Background: an optimization exercise with open tools, aiming at small area, a short achievable clock period and few clock cycles. Do not read the settings as production practice. Function was checked by simulation only, so behaviour that the tests miss may differ from the original. No activity file was given, so power comes from the tool's default toggle rates.

`flow/run.sh`:
```
#!/bin/bash
# synth_recipe.tcl (not shown) runs the flow's synth.tcl, then flattens the netlist and writes it again
# the make line also repeats each setting of config.mk as NAME=value (left out here)
make -C /OpenROAD-flow-scripts/flow DESIGN_CONFIG=/design/flow/config.mk WORK_HOME=/design/flow/orfs CLKGATE_MAP_FILE= SYNTH_SCRIPT=/design/flow/synth_recipe.tcl finish
```
`flow/config.mk`:
```
export PLATFORM = sky130hd
export DESIGN_NAME = Top_convolution
export DESIGN_NICKNAME = Top_convolution
export VERILOG_FILES = /design/flow/design.v
export SDC_FILE = /design/flow/constraint.sdc
export NUM_CORES = 4
export LEC_CHECK = 0
export CAP_MARGIN = 20
export CORE_MARGIN = 2
export CORE_UTILIZATION = 40
export SLEW_MARGIN = 20
```
`flow/constraint.sdc`:
```
create_clock -name core_clock -period 11.0 [get_ports {clk}]
set_input_delay 2.2000 -clock core_clock [delete_from_list [all_inputs] [get_ports {clk}]]
set_output_delay 2.2000 -clock core_clock [all_outputs]
set_load 0.01 [all_outputs]
```
`flow/design.v`:
```
module Filter(
	input [7:0] up,
	input [7:0] left,
	input [7:0] center,
	input [7:0] right,
	input [7:0] down,
	output [8:0] out
    );
	wire [10:0] lap = {1'b0, center, 2'b00} - {3'b0, up} - {3'b0, left} - {3'b0, right} - {3'b0, down};
	assign out = lap[10:2];
endmodule
module convolution(
	input clk,
	input signed [8:0] a,
	input signed [8:0] b,
	input restart,
	output reg signed [22:0] acc
    );
	reg signed [17:0] prod;
	always @(posedge clk) begin
		prod <= a * b;
		if (restart)
			acc <= {{5{prod[17]}}, prod};
		else
			acc <= acc + {{5{prod[17]}}, prod};
	end
endmodule
module maxpool(
	input signed [22:0] in,
	output [20:0] out
    );
	wire ovf = (in[22:20] != 3'b000) && (in[22:20] != 3'b111);
	assign out = ovf ? (in[22] ? 21'h100000 : 21'h0fffff) : in[20:0];
endmodule
`timescale 1ns / 1ps
module Top_convolution(
	input clk,
	input rst,
	input start,
	input en,
	input [12:0] addr,
	output [20:0] out,
	output [20:0] max_pl,
	output reg done,
	output reg pat_en,
	output [9:0] pat_addr,
	input [7:0] pat_dout,
	output reg img_en,
	output [17:0] img_addr,
	input [7:0] img_dout,
	output reg pc_en,
	output reg pc_we,
	output reg [9:0] pc_addr,
	output reg [10:0] pc_din,
	input [10:0] pc_dout,
	output reg ic_en,
	output reg ic_we,
	output reg [17:0] ic_addr,
	output reg [10:0] ic_din,
	input [10:0] ic_dout,
	output pl_en,
	output pl_we,
	output [12:0] pl_addr,
	output [20:0] pl_din,
	input [20:0] pl_dout
    );
	localparam [2:0] S_IDLE = 0, S_FILT = 1, S_DRAIN = 2, S_CORR = 3, S_FIN = 4, S_DONE = 5;
	reg [2:0] state;
	reg pl_en_r, pl_we_r;
	reg [12:0] pl_addr_r;
	reg [20:0] pl_din_r;
	assign pl_en = done ? en : pl_en_r;
	assign pl_addr = done ? addr : pl_addr_r;
	assign pl_we = pl_we_r;
	assign pl_din = pl_din_r;
	assign out = pl_dout;
	reg fph;               
	reg [4:0] fb;          
	reg [5:0] fr;          
	reg [1:0] fk;          
	reg [10:0] ra;         
	assign pat_addr = ra[9:0];
	assign img_addr = {7'b0, ra};
	wire [5:0] f_hlast = fph ? 6'd47 : 6'd9;
	wire [4:0] f_blast = fph ? 5'd18 : 5'd2;
	wire [5:0] f_wm3 = fph ? 6'd37 : 6'd5;
	reg t1_v, t1_ph, t1_k3;
	reg t2_v, t2_ph, t2_s, t2_rok;
	reg [4:0] t1_b, t2_b;
	reg [5:0] t1_r, t2_r;
	reg [1:0] t1_k;
	reg [7:0] sh0, sh1, sh2;       
	reg [7:0] m0, m1, m2, m3;      
	reg [7:0] u1, u2;              
	wire [7:0] pix = t1_ph ? img_dout : pat_dout;
	wire [8:0] fval;
	Filter lap (
		.up(t2_s ? u2 : u1),
		.left(t2_s ? m1 : m0),
		.center(t2_s ? m2 : m1),
		.right(t2_s ? m3 : m2),
		.down(sh2),
		.out(fval)
	);
	wire f_wr = t2_v && t2_rok;
	wire [5:0] f_col = {t2_b, t2_s};
	wire [5:0] f_row = t2_r - 6'd2;
	always @(posedge clk) begin
		if (t1_v) begin
			sh0 <= sh1; sh1 <= sh2; sh2 <= pix;
			if (t1_k3) begin
				m0 <= sh0; m1 <= sh1; m2 <= sh2; m3 <= pix;
				u1 <= m1; u2 <= m2;
			end
		end
	end
	reg [2:0] ci;          
	reg [2:0] cj;          
	reg [4:0] cx;          
	reg [5:0] cy;          
	reg gpass, flush;
	reg [1:0] pkind;       
	reg [5:0] cprev, yprev;
	wire [5:0] ccur = {1'b0, cx} + {3'b0, cj};
	wire [5:0] tailrow = yprev + 6'd8 + {3'b0, ci};
	wire ctail = ~ci[2];
	wire corr_issue = (state == S_CORR);
	reg c1_v, c2_v;
	reg [2:0] c1_i, c2_i, c3_i;
	reg [2:0] c1_l, c2_l, c3_l, c4_l;     
	reg [1:0] c1_k, c2_k, c3_k, c4_k;
	reg [1:0] pend_wr;     
	reg [5:0] blk;
	reg [20:0] wdata;
	wire pl_wr_now = pend_wr[0] && !(corr_issue && ctail);
	reg [2:0] dcnt;
	always @(posedge clk) begin
		if (rst) begin
			state <= S_IDLE;
			done <= 0;
			pat_en <= 0; img_en <= 0;
			fph <= 0; fb <= 0; fr <= 0; fk <= 0; ra <= 0;
			ci <= 0; cj <= 0; cx <= 0; cy <= 0; gpass <= 0; flush <= 0; pkind <= 0;
			dcnt <= 0;
		end else begin
			case (state)
			S_IDLE: if (start) begin
				state <= S_FILT;
				pat_en <= 1;
				fph <= 0; fb <= 0; fr <= 0; fk <= 0; ra <= 0;
			end
			S_FILT: begin
				if (fk != 2'd3) begin
					fk <= fk + 2'd1;
					ra <= ra + 11'd1;
				end else begin
					fk <= 0;
					if (fr != f_hlast) begin
						fr <= fr + 6'd1;
						ra <= ra + {5'b0, f_wm3};
					end else begin
						fr <= 0;
						if (fb != f_blast) begin
							fb <= fb + 5'd1;
							ra <= {5'b0, fb + 5'd1, 1'b0};
						end else begin
							fb <= 0;
							ra <= 0;
							if (!fph) begin
								fph <= 1;
								pat_en <= 0; img_en <= 1;
							end else begin
								img_en <= 0;
								state <= S_DRAIN;
								dcnt <= 0;
							end
						end
					end
				end
			end
			S_DRAIN: begin
				dcnt <= dcnt + 3'd1;
				if (dcnt == 3'd3) begin
					state <= S_CORR;
					ci <= 0; cj <= 0; cx <= 0; cy <= 0;
					gpass <= 1; flush <= 0; pkind <= 0;
				end
			end
			S_CORR: begin
				if (flush && ci == 3'd4) begin
					state <= S_FIN;
				end
				ci <= ci + 3'd1;
				if (ci == 3'd7) begin
					cprev <= ccur;
					yprev <= cy;
					if (cj != 3'd5)
						cj <= cj + 3'd1;
					else begin
						cj <= 0;
						if (gpass) begin
							gpass <= 0;
							pkind <= 2'd1;
						end else begin
							pkind <= 2'd2;
							if (cx != 5'd29)
								cx <= cx + 5'd1;
							else begin
								cx <= 0;
								if (cy != 6'd30)
									cy <= cy + 6'd5;
								else
									flush <= 1;
							end
						end
					end
				end
			end
			S_FIN: begin
				if (blk == 6'd42 && !pend_wr[0] && !pl_we_r)
					state <= S_DONE;
			end
			S_DONE: done <= 1;
			default: state <= S_IDLE;
			endcase
		end
	end
	always @(posedge clk) begin
		if (rst) begin
			t1_v <= 0; t2_v <= 0;
			c1_v <= 0; c2_v <= 0;
			c1_l <= 3'd7; c2_l <= 3'd7; c3_l <= 3'd7; c4_l <= 3'd7;
			c1_k <= 0; c2_k <= 0; c3_k <= 0; c4_k <= 0;
			pc_en <= 0; pc_we <= 0; ic_en <= 0; ic_we <= 0;
			pl_en_r <= 0; pl_we_r <= 0;
		end else begin
			t1_v <= (state == S_FILT);
			t1_ph <= fph; t1_b <= fb; t1_r <= fr; t1_k <= fk; t1_k3 <= (fk == 2'd3);
			t2_v <= t1_v && (t1_k == 2'd1 || t1_k == 2'd2);
			t2_ph <= t1_ph; t2_b <= t1_b; t2_r <= t1_r; t2_s <= (t1_k == 2'd2);
			t2_rok <= (t1_r >= 6'd2);
			c1_v <= corr_issue;
			c1_i <= ci;
			c1_l <= (corr_issue && cj == 3'd0 && ci <= 3'd4) ? ci : 3'd7;
			c1_k <= pkind;
			c2_v <= c1_v; c2_i <= c1_i; c2_l <= c1_l; c2_k <= c1_k;
			c3_i <= c2_i; c3_l <= c2_l; c3_k <= c2_k;
			c4_l <= c3_l; c4_k <= c3_k;
			if (f_wr) begin
				if (!t2_ph) begin
					pc_en <= 1; pc_we <= 1;
					pc_addr <= {4'b0, f_col[2:0], f_row[2:0]};
					pc_din <= {fval[8], fval[8], fval};
					ic_en <= 0; ic_we <= 0;
				end else begin
					pc_en <= 0; pc_we <= 0;
					ic_en <= 1; ic_we <= 1;
					ic_addr <= {6'b0, f_col, f_row};
					ic_din <= {fval[8], fval[8], fval};
				end
			end else if (corr_issue) begin
				pc_en <= 1; pc_we <= 0;
				ic_en <= 1; ic_we <= 0;
				if (gpass) begin
					pc_addr <= {6'b0, (cj != 3'd0 || ci != 3'd0), 3'b0};
					ic_addr <= {11'b0, (cj != 3'd0 || ci != 3'd0), 6'b0};
				end else begin
					pc_addr <= {4'b0, cj, ci};
					ic_addr <= {6'b0, ccur, cy + {3'b0, ci}};
				end
			end else begin
				pc_en <= 0; pc_we <= 0; ic_en <= 0; ic_we <= 0;
			end
			if (f_wr && t2_ph) begin
				pl_en_r <= 1; pl_we_r <= 1;
				pl_addr_r <= {1'b1, f_col, f_row};
				pl_din_r <= {{12{fval[8]}}, fval};
			end else if (corr_issue && ctail) begin
				pl_en_r <= 1; pl_we_r <= 0;
				pl_addr_r <= {1'b1, cprev, tailrow};
			end else if (pl_wr_now) begin
				pl_en_r <= 1; pl_we_r <= 1;
				pl_addr_r <= {7'b0, blk};
				pl_din_r <= wdata;
			end else begin
				pl_en_r <= 0; pl_we_r <= 0;
			end
		end
	end
	reg signed [8:0] icr, plr, pcr;
	reg signed [8:0] pch1, pch2, pch3, pch4;
	always @(posedge clk) begin
		icr <= ic_dout[8:0];
		plr <= pl_dout[8:0];
		pcr <= pc_dout[8:0];
		pch1 <= pcr; pch2 <= pch1; pch3 <= pch2; pch4 <= pch3;
	end
	wire signed [22:0] acc0, acc1, acc2, acc3, acc4;
	convolution lane0 (.clk(clk), .a(icr), .b(pcr), .restart(c4_l == 3'd0), .acc(acc0));
	convolution lane1 (.clk(clk), .a(c3_i < 3'd1 ? plr : icr), .b(pch1), .restart(c4_l == 3'd1), .acc(acc1));
	convolution lane2 (.clk(clk), .a(c3_i < 3'd2 ? plr : icr), .b(pch2), .restart(c4_l == 3'd2), .acc(acc2));
	convolution lane3 (.clk(clk), .a(c3_i < 3'd3 ? plr : icr), .b(pch3), .restart(c4_l == 3'd3), .acc(acc3));
	convolution lane4 (.clk(clk), .a(c3_i < 3'd4 ? plr : icr), .b(pch4), .restart(c4_l == 3'd4), .acc(acc4));
	reg signed [22:0] res;
	reg [2:0] r_l, s_l;
	reg [1:0] r_k, s_k;
	reg signed [20:0] sv;
	wire [20:0] satv;
	maxpool sat (.in(res), .out(satv));
	reg signed [20:0] cur_max, abs_max;
	reg [4:0] pcnt;
	assign max_pl = abs_max;
	wire s_blk = (s_k == 2'd2);
	wire s_abs = s_blk || (s_k == 2'd1 && s_l == 3'd0);
	wire signed [20:0] newmax = (pcnt == 5'd0 || sv > cur_max) ? sv : cur_max;
	always @(posedge clk) begin
		case (c4_l)
			3'd0: res <= acc0;
			3'd1: res <= acc1;
			3'd2: res <= acc2;
			3'd3: res <= acc3;
			default: res <= acc4;
		endcase
		sv <= satv;
		if (rst) begin
			r_l <= 3'd7; r_k <= 0; s_l <= 3'd7; s_k <= 0;
			pcnt <= 0; abs_max <= 0; pend_wr <= 0; blk <= 0;
		end else begin
			r_l <= c4_l; r_k <= (c4_l == 3'd7) ? 2'd0 : c4_k;
			s_l <= r_l; s_k <= r_k;
			if (s_blk) begin
				cur_max <= newmax;
				if (pcnt == 5'd24) begin
					pcnt <= 0;
					wdata <= newmax;
					pend_wr[0] <= 1;
				end else
					pcnt <= pcnt + 5'd1;
			end
			if (pl_wr_now && !(f_wr && t2_ph)) begin
				if (!(s_blk && pcnt == 5'd24))
					pend_wr[0] <= 0;
				blk <= blk + 6'd1;
			end
			if (s_abs && sv > abs_max)
				abs_max <= sv;
		end
	end
endmodule
```
==> impl_results.md <==
* Worst-path clk slew at 0.06 ns
* Worst Hold Depth at 1
* Antenna violations before repair at 2
* M3 GR Usage at 0.0259
* Yosys cell types at 92
* CTS resizes at 0
* Met2 Use GR at 0.288
* Clock Latency Late Sink at 0.65 ns
* Final HPWL DP at 79700 um
* Area growth syn-to-layout at 12.9%
* Min-delay src: r_l[2]
* R2r worst-path depth at 22
* Clock Sink Count at 672
* Mean area per synthesized cell at 10.3 sq um
* DRT antenna net count at 0
* Most frequent cells in the layout: 522 x inv_1, 437 x dfxtp_1, 382 x ha_1
* Pre-antenna DRT Iters at 5
* Top cell type by total area after synthesis: dfxtp_1
* Kind of critical path: flop to flop
* Final Max Tran Viols at 0
* RSZ-0062 raised after global routing: false
* Vias in the first global route at 30500
* Die area at 117000 sq um
* Routed WL at 103000 um
* First-pass GRT wire length at 165000 um
* Layout cells sized above 1 at 0.0819
* Port Buf Inserts at 193
* Post-CTS Setup Inserts at 0
* Die H at 341 um
* CTS tree: done
* Power Density at 290 nW/um^2
* 1st-iter DRT viols at 1745
* Starting density of the core at 0.404
* Core area at 113000 sq um
* CP endpoint kind: flop
* Post-synth ARST share at 0
* Status: finished clean
* Critical R2R Capture: lane2.prod[17]
* Hold WC Path Type: flop to flop
* FILL cells at 10700
* Worst VDD drop at 0.222 mV
* Register bit total from synthesis at 672
* Gr usage total at 0.177
* Min Clock Period, post-route at 6.96 ns
* I/O pin count at 239
* Worst-path maximum fanout at 12
* GPL Wtd Cong at 0.841
* Max-slew headroom at 0.316
* # hold bufs at CTS at 0
* Reg-to-reg startpoint: c3_i[2]
* Ys flop type: dfxtp_1
* Largest net degree at the start of global routing at 60
* Fin Setup TNS at 0 ns
* Reg2Reg Setup Slack at 4.04 ns
* Final period util at 0.633
* Cells after Synth at 4427
* LEAKAGE at 22.0 nW
* Crit-path cells: nor2_1 > mux2_2 > nand2_1 > fa_1 > fa_1 > inv_1 > ha_1 > inv_1 > fa_1 > inv_1 > ha_1 > ha_1 > fa_1 > a21o_1 > a21oi_1 > o21bai_1 > a21oi_1 > nor2b_1 > o21a_1 > o31a_1 > o41ai_1 > xnor2_1
* Hold Path End: s_l[2]
* Critical Path Most Common Cell: fa_1
* Nets at 5393
* Post-synth top area share at 0.193
* Top post-synthesis cells by area: dfxtp_1 19%, fa_1 17%, edfxtp_1 15%
* Worst EP required at 11.51 ns
* DR vias/cell at 4.99
* CTS Buf Count at 78
* Syn. warnings at 2
* Commonest non-fill, non-tap cell in the layout: inv_1
* Clk_skew at 0.0259 ns
* Drt drc at 0
* Worst Setup Start Kind: flop
* Via count at 30500
* Final setup violation count at 0
* Mapped cell area at 45500 sq um
* Die Width at 341 um
* Pin slew with the least headroom to its limit at 0.997 ns
* DR WL/cell at 16.8 um
* Met1 Track Usage GR at 0.242
* Clock Path Buffers at 3
* Largest stage delay, worst path at 0.84 ns
* Gr busiest metal: met2
* Post-synthesis sequential area ratio at 0.347
* Max-Cap Viols at 0
* Post-synth EDFFs at 234
* FMAX at 0.144 GHz
* Root Driver: clkbuf_16
* CTS H-tree lvls at 3
* Arrival time worst endpoint at 7.47 ns
* GRT Residual Overflow at 0
* Num rows at 123
* Slowest cell on the critical path: nor2_1
* Final hold vios at 0
* Post-layout util at 0.456
==> state kept, by name, indices dropped and copies added, names as in the netlist, 18 cells and up <==
signal / flops
abs_max: 21
cur_max: 21
lane0.acc: 23
lane0.prod: 18
lane1.acc: 23
lane1.prod: 18
lane2.acc: 23
lane2.prod: 18
lane3.acc: 23
lane3.prod: 18
lane4.acc: 23
lane4.prod: 18
pl_din_r: 21
res: 23
sv: 21
wdata: 21
==> kinds of logic after synthesis <==
family,count (synthesis),share of synthesized area
xor+xnor,220,0.0423
fa+ha+maj,764,0.273
flops,672,0.347
compound gates,646,0.0922
simple gates,1230,0.130
buf+inv,703,0.0631
other cells,1,0.0000823
mux,191,0.0526
==> synth_stat cells (10+ instances only) <==
library cell    n
a211oi_1       25
a21o_1         52
a21oi_1       183
a31oi_1        21
and2_1        162
and3_1         26
buf_1          19
buf_4          53
clkbuf_1       94
dfxtp_1       438
edfxtp_1      234
fa_1          381
ha_1          382
inv_1         523
mux2_2        135
mux2i_1        31
mux4_2         24
nand2_1       368
nand2b_1       40
nand3_1        41
nand4_1        27
nor2_1        342
nor2b_1        66
nor3_1         51
nor3b_1        13
nor4_1         10
nor4b_1        16
o211ai_1       13
o21a_1         51
o21ai_0       136
o21bai_1       26
o31a_1         14
o31ai_1        14
o41ai_1        15
or2_2          27
or3_1          12
xnor2_1       145
xor2_1         75
==> where the power goes <==
part	internal, W	total, W	switching, W
logic	0.00401	0.00838	0.00437
clock network	0.00162	0.00270	0.00108
registers	0.00328	0.00383	0.000551
total	0.00891	0.0149	0.00600
==> layout make-up <==
cell class                 instances  area, sq um  area share
clock inverter                    33          439     0.00854
multi-input combinational       3068        27000       0.525
timing repair buffer             211         2070      0.0402
antenna                            3         7.51    0.000146
inverter                         523         1960      0.0382
tap                             1500         1880      0.0365
sequential                       672        15800       0.307
clock buffer                     110         2280      0.0443
==> routing by layer <==
layer / up-vias / share of wire
met2: 588 / 0.46
met5: - / 0
met3: 151 / 0.043
li1: 15000 / -
met4: 0 / 0.032
met1: 14800 / 0.47
==> worst max path at each step <==
stage | start | end | slack, ns | cells past startpoint
floorplan | c3_i[2] | lane2.prod[17] | 4.99 | 23
global placement | c3_i[2] | lane2.prod[17] | 4.24 | 22
detailed placement | c3_i[2] | lane1.prod[17] | 4.14 | 18
CTS | c3_i[2] | lane1.prod[17] | 4.10 | 18
global route | c3_i[2] | lane1.prod[17] | 3.77 | 22
finish | c3_i[2] | lane2.prod[17] | 4.04 | 22
==> stage by stage <==
step	power [W]	cells	hold WS [ns]	cell area, sq um	setup slack (ns)
after global routing	0.0164	6117	0.415	51400	3.77
final	0.0149	6120	0.407	51400	4.04
after global placement	0.0121	5973	0.382	48700	4.24
after CTS	0.0151	6116	0.400	51400	4.10
after detailed placement	0.0122	5973	0.390	48700	4.14
after floorplan	0.0104	4443	0.326	45600	4.99
==> critical path: cells and delay by family (launching register included) <==
kind | cells | cell delay, ns
xor gates and xnor gates | 1 | 0.14
and+or+nand+nor | 3 | 1.05
muxes | 1 | 0.51
DFF | 1 | 0.68
adders and majority gates | 7 | 2.67
AOI/OAI and AO/OA | 7 | 1.60
buffers and inverters | 3 | 0.13
Testbench counts, summed over its fixed seeds: cycles 333,984.

## what the ideal ports hide
The flow's constraints put no driver on any port. The routed layout listed below was extracted and timed again, unchanged, in two steps.
Step 1, drivers: a clkbuf_16 drives clk and a buf_2 each remaining input, both assumed.
Step 2 adds t to the input delays and takes it off the output delays; t is the mean of the earliest and latest rising clock arrival at the registers after step 1. Input paths then give back, and output paths get back, about the clock's delay inside the block.
Three values: no drivers, after step 1, after step 2; two values: the first two.
shift t [ns]: 0.705
setup slack, ns: 4.041 / 4.041 / 4.041
worst hold slack (ns): 0.407 / 0.407 / 0.407
cell pins on the clock port's net: 1
After both steps setup and hold are still met in this run. For this run, drivers alone change the setup slack by 0.000 ns; drivers and shift together by 0.000 ns.
